This design comes from an exercise in tuning for small area and a short achievable clock period on the open sky130 flow, not from production work. No functional check of the RTL was part of this run. No activity file was given, so power comes from the tool's default toggle rates.

**design.v**
```verilog
module maxpool_new(
	input [4:0] stride,
	input  maxpool_enable,
	output reg [18:0] address1 , write_address,
	output reg maxpool_done, patch_end,
	input clk ,
	input reset,
	input [9:0]  w1 ,h1,
	input [4:0] w2,h2,
	output reg [9:0] width,
	output [9:0] height
    );
reg [9:0] w1r;
reg [4:0] w2m1, h2m1, sr;
reg       s_h2;          
reg [4:0]  hi, vi;       
reg [9:0]  Hn;           
reg        fw;           
reg [18:0] W;            
reg [18:0] N;            
reg [9:0]  Vrem;         
reg [9:0]  q;            
reg [4:0]  r;            
reg        wvalid;       
reg        done_i;       
reg        done_h;       
assign height = done_h ? q : 10'd0;
wire [18:0] a_step, w_sum, wa_n;
wire [4:0]  hi_n, vi_n, rs_n, rt_n;
wire [9:0]  hs_n, Vrem_n, q_n;
wire        done_n, pe_n, fw_n;
wire        c_run, c_a_step, c_a_w, c_a_N, c_vi, c_pend;
wire        c_hi, c_vi1, c_hs, c_qi, c_q0, c_rs, c_rt, c_rsr;
wire        c_qr, c_row, c_width, c_ncap;
maxpool_step st (
	.w1r(w1r), .w2m1(w2m1), .h2m1(h2m1), .sr(sr), .s_h2(s_h2),
	.address1(address1), .write_address(write_address), .maxpool_done(done_i),
	.hi(hi), .vi(vi), .Hn(Hn), .fw(fw), .W(W), .Vrem(Vrem),
	.q(q), .r(r), .wvalid(wvalid),
	.a_step(a_step), .w_sum(w_sum), .wa_n(wa_n),
	.hi_n(hi_n), .vi_n(vi_n), .rs_n(rs_n), .rt_n(rt_n),
	.hs_n(hs_n), .Vrem_n(Vrem_n), .q_n(q_n),
	.done_n(done_n), .pe_n(pe_n), .fw_n(fw_n),
	.c_run(c_run), .c_a_step(c_a_step), .c_a_w(c_a_w), .c_a_N(c_a_N),
	.c_vi(c_vi), .c_pend(c_pend),
	.c_qr(c_qr), .c_row(c_row), .c_width(c_width), .c_ncap(c_ncap),
	.c_hi(c_hi), .c_vi1(c_vi1), .c_hs(c_hs), .c_qi(c_qi), .c_q0(c_q0),
	.c_rs(c_rs), .c_rt(c_rt), .c_rsr(c_rsr)
);
wire [18:0] a_d, wa_d, W_d, N_d;
wire [4:0]  hi_d, vi_d, r_d;
wire [9:0]  Hn_d, Vrem_d, q_d, width_d;
wire        done_d, done_i_d, done_h_d, pe_d, fw_d, wv_d;
maxpool_gate gt (
	.reset(reset), .en(maxpool_enable), .stride(stride), .sr(sr), .h1(h1),
	.address1(address1), .write_address(write_address), .maxpool_done(maxpool_done),
	.done_i(done_i), .done_h(done_h), .patch_end(patch_end), .hi(hi), .vi(vi), .Hn(Hn), .fw(fw), .W(W), .N(N),
	.Vrem(Vrem), .q(q), .r(r), .wvalid(wvalid), .width(width),
	.a_step(a_step), .w_sum(w_sum), .wa_n(wa_n),
	.hi_n(hi_n), .vi_n(vi_n), .rs_n(rs_n), .rt_n(rt_n),
	.hs_n(hs_n), .Vrem_n(Vrem_n), .q_n(q_n),
	.done_n(done_n), .pe_n(pe_n), .fw_n(fw_n),
	.c_run(c_run), .c_a_step(c_a_step), .c_a_w(c_a_w), .c_a_N(c_a_N),
	.c_vi(c_vi), .c_pend(c_pend),
	.c_qr(c_qr), .c_row(c_row), .c_width(c_width), .c_ncap(c_ncap),
	.c_hi(c_hi), .c_vi1(c_vi1), .c_hs(c_hs), .c_qi(c_qi), .c_q0(c_q0),
	.c_rs(c_rs), .c_rt(c_rt), .c_rsr(c_rsr),
	.a_d(a_d), .wa_d(wa_d), .W_d(W_d), .N_d(N_d),
	.hi_d(hi_d), .vi_d(vi_d), .r_d(r_d),
	.Hn_d(Hn_d), .Vrem_d(Vrem_d), .q_d(q_d), .width_d(width_d),
	.done_d(done_d), .done_i_d(done_i_d), .done_h_d(done_h_d), .pe_d(pe_d), .fw_d(fw_d), .wv_d(wv_d)
);
always @(posedge clk) begin
	w1r  <= w1;
	w2m1 <= w2 - 5'd1;
	h2m1 <= h2 - 5'd1;
	sr   <= stride;
	s_h2 <= (stride == h2);
	address1      <= a_d;
	write_address <= wa_d;
	maxpool_done  <= done_d;
	done_i        <= done_i_d;
	done_h        <= done_h_d;
	patch_end     <= pe_d;
	hi     <= hi_d;
	vi     <= vi_d;
	Hn     <= Hn_d;
	fw     <= fw_d;
	W      <= W_d;
	N      <= N_d;
	Vrem   <= Vrem_d;
	q      <= q_d;
	r      <= r_d;
	wvalid <= wv_d;
	width  <= width_d;
end
endmodule
module maxpool_step(
	input [9:0]  w1r,
	input [4:0]  w2m1, h2m1, sr,
	input        s_h2,
	input [18:0] address1, write_address,
	input        maxpool_done,
	input [4:0]  hi, vi,
	input [9:0]  Hn,
	input        fw,
	input [18:0] W,
	input [9:0]  Vrem,
	input [9:0]  q,
	input [4:0]  r,
	input        wvalid,
	output [18:0] a_step, w_sum, wa_n,
	output [4:0]  hi_n, vi_n, rs_n, rt_n,
	output [9:0]  hs_n, Vrem_n, q_n,
	output        done_n, pe_n, fw_n,
	output        c_run, c_a_step, c_a_w, c_a_N, c_vi, c_pend,
	output        c_qr, c_row, c_width, c_ncap,
	output        c_hi, c_vi1, c_hs, c_qi, c_q0, c_rs, c_rt, c_rsr
);
function [19:0] radd;
	input [18:0] x, y;
	input        ci;
	integer i;
	reg c;
	begin
		c = ci;
		for (i = 0; i < 19; i = i + 1) begin
			radd[i] = x[i] ^ y[i] ^ c;
			c = (x[i] & y[i]) | (c & (x[i] ^ y[i]));
		end
		radd[19] = c;
	end
endfunction
function [18:0] fadd;
	input [18:0] x;
	input [9:0]  y;
	reg [5:0] lo, m0, m1;
	reg [18:0] hi0, hi1;
	reg c10;
	begin
		lo  = radd({14'd0, x[4:0]}, {14'd0, y[4:0]}, 1'b0);
		m0  = radd({14'd0, x[9:5]}, {14'd0, y[9:5]}, 1'b0);
		m1  = radd({14'd0, x[9:5]}, {14'd0, y[9:5]}, 1'b1);
		hi0 = {10'd0, x[18:10]};
		hi1 = radd({10'd0, x[18:10]}, 19'd0, 1'b1);
		c10 = lo[5] ? m1[5] : m0[5];
		fadd = {c10 ? hi1[8:0] : hi0[8:0], lo[5] ? m1[4:0] : m0[4:0], lo[4:0]};
	end
endfunction
wire [9:0]  D1      = w1r - {5'd0, w2m1};          
wire        wrap    = (hi == w2m1);
wire        vlast   = (vi == h2m1);
wire        pend    = wrap & vlast;
wire [19:0] hd      = radd({9'd0, Hn}, {9'd0, ~D1}, 1'b1);
wire        lastwin = hd[10];                      
wire        rowend  = pend & lastwin;
wire [19:0] vi1w    = radd({14'd0, vi}, 19'd0, 1'b1);
wire [4:0]  vi1     = vi1w[4:0];
wire        ncap    = wrap & (vi1 == sr) & fw;
assign a_step = fadd(address1, wrap ? D1 : 10'd1);
wire [19:0] ws = radd(W, {14'd0, sr}, 1'b0);
assign w_sum  = ws[18:0];
assign c_run    = ~maxpool_done;
assign c_a_step = c_run & (~pend | rowend & ncap);
assign c_a_w    = c_run & pend & ~rowend;
assign c_a_N    = c_run & rowend & ~ncap;
assign c_vi     = c_run & wrap;
assign c_pend   = c_run & pend;
assign c_qr     = c_pend & (~wvalid | lastwin);
assign c_row    = c_run & rowend;
assign c_width  = c_row & ~wvalid;
assign c_ncap   = c_run & ncap;
wire [4:0]  dm1   = wvalid ? h2m1 : w2m1;
wire [19:0] rt    = radd({14'd0, r}, {14'd0, sr}, 1'b0);              
wire [19:0] rs    = radd({13'd0, rt[5:0]}, {13'd1, ~dm1}, 1'b0);      
wire        ge    = rs[6];
wire [19:0] qi    = radd({9'd0, q}, 19'd0, ge);
wire        first = rowend & ~wvalid;
wire [19:0] wa1   = radd(write_address, 19'd0, 1'b1);
wire [19:0] hi1   = radd({14'd0, hi}, 19'd0, 1'b1);
wire [19:0] hs    = radd({9'd0, Hn}, {14'd0, sr}, 1'b0);
wire [19:0] vs    = radd({9'd0, Vrem}, {9'd0, 5'h1f, ~sr}, 1'b1);
assign c_hi    = c_run & ~wrap;
assign c_vi1   = c_vi & ~vlast;
assign c_hs    = c_pend & ~lastwin;
assign c_qi    = c_qr & ~first;
assign c_q0    = c_qr & first & s_h2;
assign c_rs    = c_qi & ge;
assign c_rt    = c_qi & ~ge;
assign c_rsr   = c_qr & first & ~s_h2;
assign wa_n    = wa1[18:0];
assign hi_n    = hi1[4:0];
assign vi_n    = vi1;
assign hs_n    = hs[9:0];
assign fw_n    = lastwin;
assign Vrem_n  = vs[9:0];
assign q_n     = qi[9:0];
assign rs_n    = rs[4:0];
assign rt_n    = rt[4:0];
assign done_n  = rowend ? (Vrem == {5'd0, sr})
                        : (wrap & ~vlast & fw & ({5'd0, vi1} == Vrem));
assign pe_n    = c_pend;
endmodule
module maxpool_gate(
	input        reset, en,
	input [4:0]  stride, sr,
	input [9:0]  h1,
	input [18:0] address1, write_address,
	input        maxpool_done, done_i, done_h, patch_end,
	input [4:0]  hi, vi,
	input [9:0]  Hn,
	input        fw,
	input [18:0] W, N,
	input [9:0]  Vrem, q,
	input [4:0]  r,
	input        wvalid,
	input [9:0]  width,
	input [18:0] a_step, w_sum, wa_n,
	input [4:0]  hi_n, vi_n, rs_n, rt_n,
	input [9:0]  hs_n, Vrem_n, q_n,
	input        done_n, pe_n, fw_n,
	input        c_run, c_a_step, c_a_w, c_a_N, c_vi, c_pend,
	input        c_qr, c_row, c_width, c_ncap,
	input        c_hi, c_vi1, c_hs, c_qi, c_q0, c_rs, c_rt, c_rsr,
	output [18:0] a_d, wa_d, W_d, N_d,
	output [4:0]  hi_d, vi_d, r_d,
	output [9:0]  Hn_d, Vrem_d, q_d, width_d,
	output        done_d, done_i_d, done_h_d, pe_d, fw_d, wv_d
);
wire ne = ~reset & en;
wire nr = ~reset;
wire l_run    = ne & c_run,    k_run   = nr & ~(en & c_run);
wire l_a_step = ne & c_a_step;
wire l_a_w    = ne & c_a_w;
wire l_a_N    = ne & c_a_N;
wire l_pe     = ne,            k_pe    = nr & ~en;
wire l_vi     = ne & c_vi,     k_vi    = nr & ~(en & c_vi);
wire l_pend   = ne & c_pend,   k_pend  = nr & ~(en & c_pend);
wire l_qr     = ne & c_qr,     k_qr    = nr & ~(en & c_qr);
wire l_row    = ne & c_row,    k_row   = nr & ~(en & c_row);
wire l_width  = ne & c_width,  k_width = nr & ~(en & c_width);
wire l_ncap   = en & c_ncap,   k_ncap  = ~(en & c_ncap);
mp_sel3 #(19) s_a (.l0(l_a_step), .l1(l_a_w), .l2(l_a_N), .k(k_run),
	.n0(a_step), .n1(w_sum), .n2(N), .q(address1), .d(a_d));
wire l_W = reset | l_pend;
wire k_W, k_wa, k_Hn;    
mp_k u_kW  (.reset(reset), .en(en), .c(c_pend), .k(k_W));
mp_k u_kwa (.reset(reset), .en(en), .c(c_pend), .k(k_wa));
mp_k u_kHn (.reset(reset), .en(en), .c(c_pend), .k(k_Hn));
mp_sel #(19) s_W (.l(l_W), .k(k_W), .n(a_d), .q(W), .d(W_d));
mp_sel #(19) s_N  (.l(l_ncap), .k(k_ncap), .n(a_step), .q(N), .d(N_d));
mp_sel #(19) s_wa (.l(l_pend), .k(k_wa), .n(wa_n), .q(write_address), .d(wa_d));
mp_sel #(1)  s_dn (.l(l_run), .k(k_run), .n(done_n), .q(maxpool_done), .d(done_d));
mp_sel #(1)  s_di (.l(l_run), .k(k_run), .n(done_n), .q(done_i), .d(done_i_d));
mp_sel #(1)  s_dh (.l(l_run), .k(k_run), .n(done_n), .q(done_h), .d(done_h_d));
mp_sel #(5)  s_hi (.l(ne & c_hi), .k(k_run), .n(hi_n), .q(hi), .d(hi_d));
mp_sel #(1)  s_pe (.l(l_pe), .k(k_pe), .n(pe_n), .q(patch_end), .d(pe_d));
mp_sel #(5)  s_vi (.l(ne & c_vi1), .k(k_vi), .n(vi_n), .q(vi), .d(vi_d));
wire l_qi = ne & c_qi;
mp_sel #(9)  s_q  (.l(l_qi), .k(k_qr), .n(q_n[9:1]), .q(q[9:1]), .d(q_d[9:1]));
mp_sel2 #(1) s_q0 (.l0(l_qi), .l1(ne & c_q0), .k(k_qr), .n0(q_n[0]), .n1(1'b1), .q(q[0]), .d(q_d[0]));
mp_sel3 #(5) s_r  (.l0(ne & c_rs), .l1(ne & c_rt), .l2(ne & c_rsr), .k(k_qr),
	.n0(rs_n), .n1(rt_n), .n2(sr), .q(r), .d(r_d));
mp_sel #(10) s_wd (.l(l_width), .k(k_width), .n(q_n), .q(width), .d(width_d));
mp_sel #(1)  s_wv (.l(l_row), .k(k_row), .n(1'b1), .q(wvalid), .d(wv_d));
mp_sel2 #(10) s_Hn (.l0(ne & c_hs), .l1(reset | l_row), .k(k_Hn),
	.n0(hs_n), .n1({5'd0, stride}), .q(Hn), .d(Hn_d));
mp_sel2 #(10) s_V  (.l0(l_row), .l1(reset), .k(k_row),
	.n0(Vrem_n), .n1(h1), .q(Vrem), .d(Vrem_d));
assign fw_d = reset | l_pend & fw_n | k_Hn & fw;
endmodule
module mp_sel #(parameter W = 1) (
	input          l, k,
	input  [W-1:0] n, q,
	output [W-1:0] d
);
assign d = {W{l}} & n | {W{k}} & q;
endmodule
module mp_sel2 #(parameter W = 1) (
	input          l0, l1, k,
	input  [W-1:0] n0, n1, q,
	output [W-1:0] d
);
assign d = {W{l0}} & n0 | {W{l1}} & n1 | {W{k}} & q;
endmodule
module mp_sel3 #(parameter W = 1) (
	input          l0, l1, l2, k,
	input  [W-1:0] n0, n1, n2, q,
	output [W-1:0] d
);
assign d = {W{l0}} & n0 | {W{l1}} & n1 | {W{l2}} & n2 | {W{k}} & q;
endmodule
module mp_k (input reset, en, c, output k);
assign k = ~reset & ~(en & c);
endmodule
```
**flow/run.sh**
```bash
#!/bin/bash
# Standard layout, with the port buffers made from buf_1 cells and timing
# repair asked to leave more setup slack than the clock period needs.
export BUFFER_PORTS_ARGS="-buffer_cell sky130_fd_sc_hd__buf_1"
export SETUP_SLACK_MARGIN=18
bash standard.sh > standard.log 2>&1
```
**standard.sh**
```bash
#!/bin/bash
# synth_recipe.tcl (not shown) runs the flow's synth.tcl, then flattens the netlist and writes it again
# the make line also repeats each setting of config.mk as NAME=value (left out here)
make -C /OpenROAD-flow-scripts/flow DESIGN_CONFIG=/design/flow/config.mk WORK_HOME=/design/flow/orfs CLKGATE_MAP_FILE= SYNTH_SCRIPT=/design/flow/synth_recipe.tcl "${@:-finish}"
```
**config.mk**
```make
export PLATFORM = sky130hd
export DESIGN_NAME = maxpool_new
export DESIGN_NICKNAME = maxpool_new
export VERILOG_FILES = /design/flow/design.v
export SDC_FILE = /design/flow/constraint.sdc
export NUM_CORES = 4
export LEC_CHECK = 0
export CAP_MARGIN = 50
export CORE_MARGIN = 2
export CORE_UTILIZATION = 40
export CTS_BUF_LIST = sky130_fd_sc_hd__clkbuf_8
export SLEW_MARGIN = 70
export SYNTH_HIERARCHICAL = 1
```
**constraint.sdc**
```tcl
create_clock -name core_clock -period 25.0 [get_ports {clk}]
set_input_delay 5.0000 -clock core_clock [delete_from_list [all_inputs] [get_ports {clk}]]
set_output_delay 5.0000 -clock core_clock [all_outputs]
set_load 0.01 [all_outputs]
```
==> results.cfg <==
[clock_tree]
ctsLongestPathBuffers = 2
cts_buffers = 17
clk_latency_ps = 470
tritoncts = built
cts_sinks = 163
cts_setup_buffers = 0
post_cts_resized = 0
cts_hold_buf = 0
root_buffer = clkbuf_8
clkTransAtPathRegs_ps = 90
htreeDepth = 4

[cells_and_area]
final_common_cell = dfxtp_1
fin_util_pct = 44.9
diodes = 0
fin_area_um2 = 9450
fin_nets = 1040
mostFrequentLayoutCells = dfxtp_1, inv_1, buf_1, a22o_1, ha_1
final_layout_size_suffix_gt1_share_pct = 11.0
area_growth_pct = 10.4

[power]
pwr-share-comb_pct = 11.8
ir_drop_mv = 0.0308
p_int_uw = 366
switchingPower_uw = 155
power_density_nw_per_um2 = 55.1
p_sw_share_pct = 29.7
seqPwrFrac_pct = 52.8
clkPwrFrac_pct = 35.4
p_leak_nw = 4.38

[timing]
rsz0062_at_grt = false
drv_slew = 0
final-setup-viol-count = 0
min_period_ps = 6340
finalCritPeriodShare_pct = 25.4
max_freq_ghz = 0.158
hold_viol = 0
setup_tns_ps = 0
finClkSkew_ps = 13.4

[floorplan]
initial_core_util_pct = 40.7
die_h_um = 150
core_um2 = 21000
fp.dieW_um = 150
num_rows = 53
ios = 98
die-area_um2 = 22600

[routing]
first_pass_iters = 5
route.vias.total = 5973
drc_errors = 0
initialDrtViolationCount = 341
drtAntennaViolNets = 0
routedWlPerCell_um = 15.5
wl_um = 18200
routed_via_density = 5.09

[worst_setup_path]
r2r_cells = 21
cp-endpoint = height[0]
worstSetupStartpoint = done_h$_DFF_P_
cp-end-kind = output pin
crit_required_ps = 20000
worstPathMaxFanout = 11
start_kind = flop
r2r-start = w2m1[0]$_DFF_P_
path_class = reg -> out
rrSetupSlack_ps = 19630
reg2reg_to = W[13]$_DFF_P_
arrival_ps = 1340

[synth]
synth-async-reset-ratio_pct = 0
synth_seq_area_share_pct = 38.1
synth_edf_count = 0
syn_area_per_cell_um2 = 10.8
ys_ff_latch = 163
synth.distinct_cells = 52
ys.flop_type = dfxtp_1
netlist_area_um2 = 8550
yosysWarnings = 8
synthesis.instances = 793

[place]
io_buffers = 97
place_area_um2 = 9040
gp_congestion = 0.828
dp_hpwl_um = 13400

[global_route]
grt_max_degree = 25
antenna_found_initial = 0
grt_pass1_vias = 5757
grt_pass1_wl_um = 29800
grtUsageTotal_pct = 16.7
globalRouteOverflowTotal = 0

[hold_path]
hp-class = reg -> reg
hold_path_depth = 1

[status]
status = finished clean

[job]
cap_viol_max_count = 0
==> synthesized netlist by cell type (3+ instances only) <==
cell type / n / area, µm²
nor2_1: 17 / 63.8
nor3_1: 8 / 40.0
mux2_2: 7 / 78.8
a22oi_1: 37 / 278
xnor2_1: 22 / 193
buf_6: 25 / 282
nand3_1: 8 / 40.0
buf_2: 5 / 25.0
o21a_1: 3 / 22.5
nand2b_1: 5 / 31.3
a22oi_2: 11 / 138
inv_1: 98 / 368
buf_8: 3 / 45.0
and2_1: 13 / 81.3
a21oi_2: 3 / 26.3
o211ai_1: 3 / 22.5
and2_2: 15 / 113
dfxtp_1: 163 / 3260
a21oi_1: 13 / 65.1
nand2_1: 35 / 131
a222oi_1: 21 / 210
ha_1: 88 / 1100
nor2b_1: 3 / 18.8
fa_1: 29 / 581
o21ai_0: 8 / 40.0
xor2_1: 24 / 210
a22o_1: 91 / 797
==> Yosys stat by module (local to each module, per instance), a selection <==
module | cell area (µm²) | cells inside | flip-flops and latches
mp_k | 8.76 | 1 | 0
maxpool_new | 3510 | 198 | 163
maxpool_step | 2870 | 323 | 0
maxpool_gate | 230 | 34 | 0
==> power by group through the flow <==
stage / combinational [mW] / sequential, mW / clock [mW]
global route: 0.0703 / 0.276 / 0.202
floorplan: 0.0451 / 0.279 / 0
detailed placement: 0.0609 / 0.281 / 0
global placement: 0.0574 / 0.281 / 0
finish: 0.0612 / 0.275 / 0.184
CTS: 0.0615 / 0.275 / 0.191
==> worst min path at each step <==
stage                           from                to  slack, ps
floorplan               N[0]$_DFF_P_      N[0]$_DFF_P_        440
detailed placement     N[18]$_DFF_P_     N[18]$_DFF_P_        450
finish              width[2]$_DFF_P_  width[2]$_DFF_P_        480
global route        width[3]$_DFF_P_  width[3]$_DFF_P_        500
CTS                 width[0]$_DFF_P_  width[0]$_DFF_P_        480
global placement    width[5]$_DFF_P_  width[5]$_DFF_P_        460
==> routing by layer <==
metal  global-route usage [%]  vias to the layer above  wire length, µm
li1                         -                     3000                -
met1                     23.2                     2814             8870
met2                     26.0                      140             8210
met3                     3.48                       19              867
met4                     5.61                        0              265
met5                        0                        -                0
==> cell type report <==
type / count / area [µm²]
Multi-Input combinational cell: 500 / 4670
Timing Repair Buffer: 105 / 423
Fill cell: 2014 / 11600
Clock buffer: 17 / 234
Clock inverter: 15 / 141
Tap cell: 275 / 344
Inverter: 98 / 368
Sequential cell: 163 / 3270
==> state kept, by name (all words and copies together), names as in the netlist, 5 cells and up <==
| register | flops |
|---|---|
| sr | 5 |
| w2m1 | 5 |
| W | 19 |
| write_address | 19 |
| h2m1 | 5 |
| vi | 5 |
| N | 19 |
| r | 5 |
| address1 | 19 |
| w1r | 10 |
| q | 10 |
| Hn | 10 |
| Vrem | 10 |
| hi | 5 |
| width | 10 |
==> through the flow <==
stage / std cells / setup slack [ps] / power (mW) / hold slack, ps
after detailed placement: 1141 / 18320 / 0.342 / 453
after floorplan: 798 / 18640 / 0.324 / 440
after CTS: 1173 / 18590 / 0.528 / 479
after global placement: 1136 / 18050 / 0.338 / 456
after global routing: 1173 / 18540 / 0.549 / 496
final: 1173 / 18660 / 0.520 / 478
==> critical path: stages, from the launching register on <==
cell and delay (ps):
dfxtp_1 510, and2_1 200, buf_1 160
==> logic make-up after synthesis <==
group	after synthesis	share of synthesized area, %
and+or+nand+nor	121	7.69
DFF	163	38.1
xor gates and xnor gates	47	4.90
other	2	0.0878
AOI/OAI and AO/OA	199	19.7
buffers and inverters	135	8.67
adders and majority gates	117	19.7
muxes	9	1.16

[port drivers added, routing unchanged]
In the flow no input, the clock included, has a driving cell. The finished layout below was timed again as built, in two steps. Step 1, drivers: a clkbuf_16 drives clk and a buf_2 each remaining input, both assumed. Step 2 also shifts input and output timing later by t, the mid clock arrival at the registers, as if the neighbouring blocks saw the same clock. a / b / c = ideal ports / drivers / drivers and shift; a / b = the first two.
shift t [ns]: 0.506
slack for setup (ns): 18.660 / 18.618 / 18.347
worst setup path after step 2: input to register
After both steps this run still meets setup and hold. For this run, drivers alone change the setup slack by -0.042 ns; drivers and shift together by -0.313 ns.
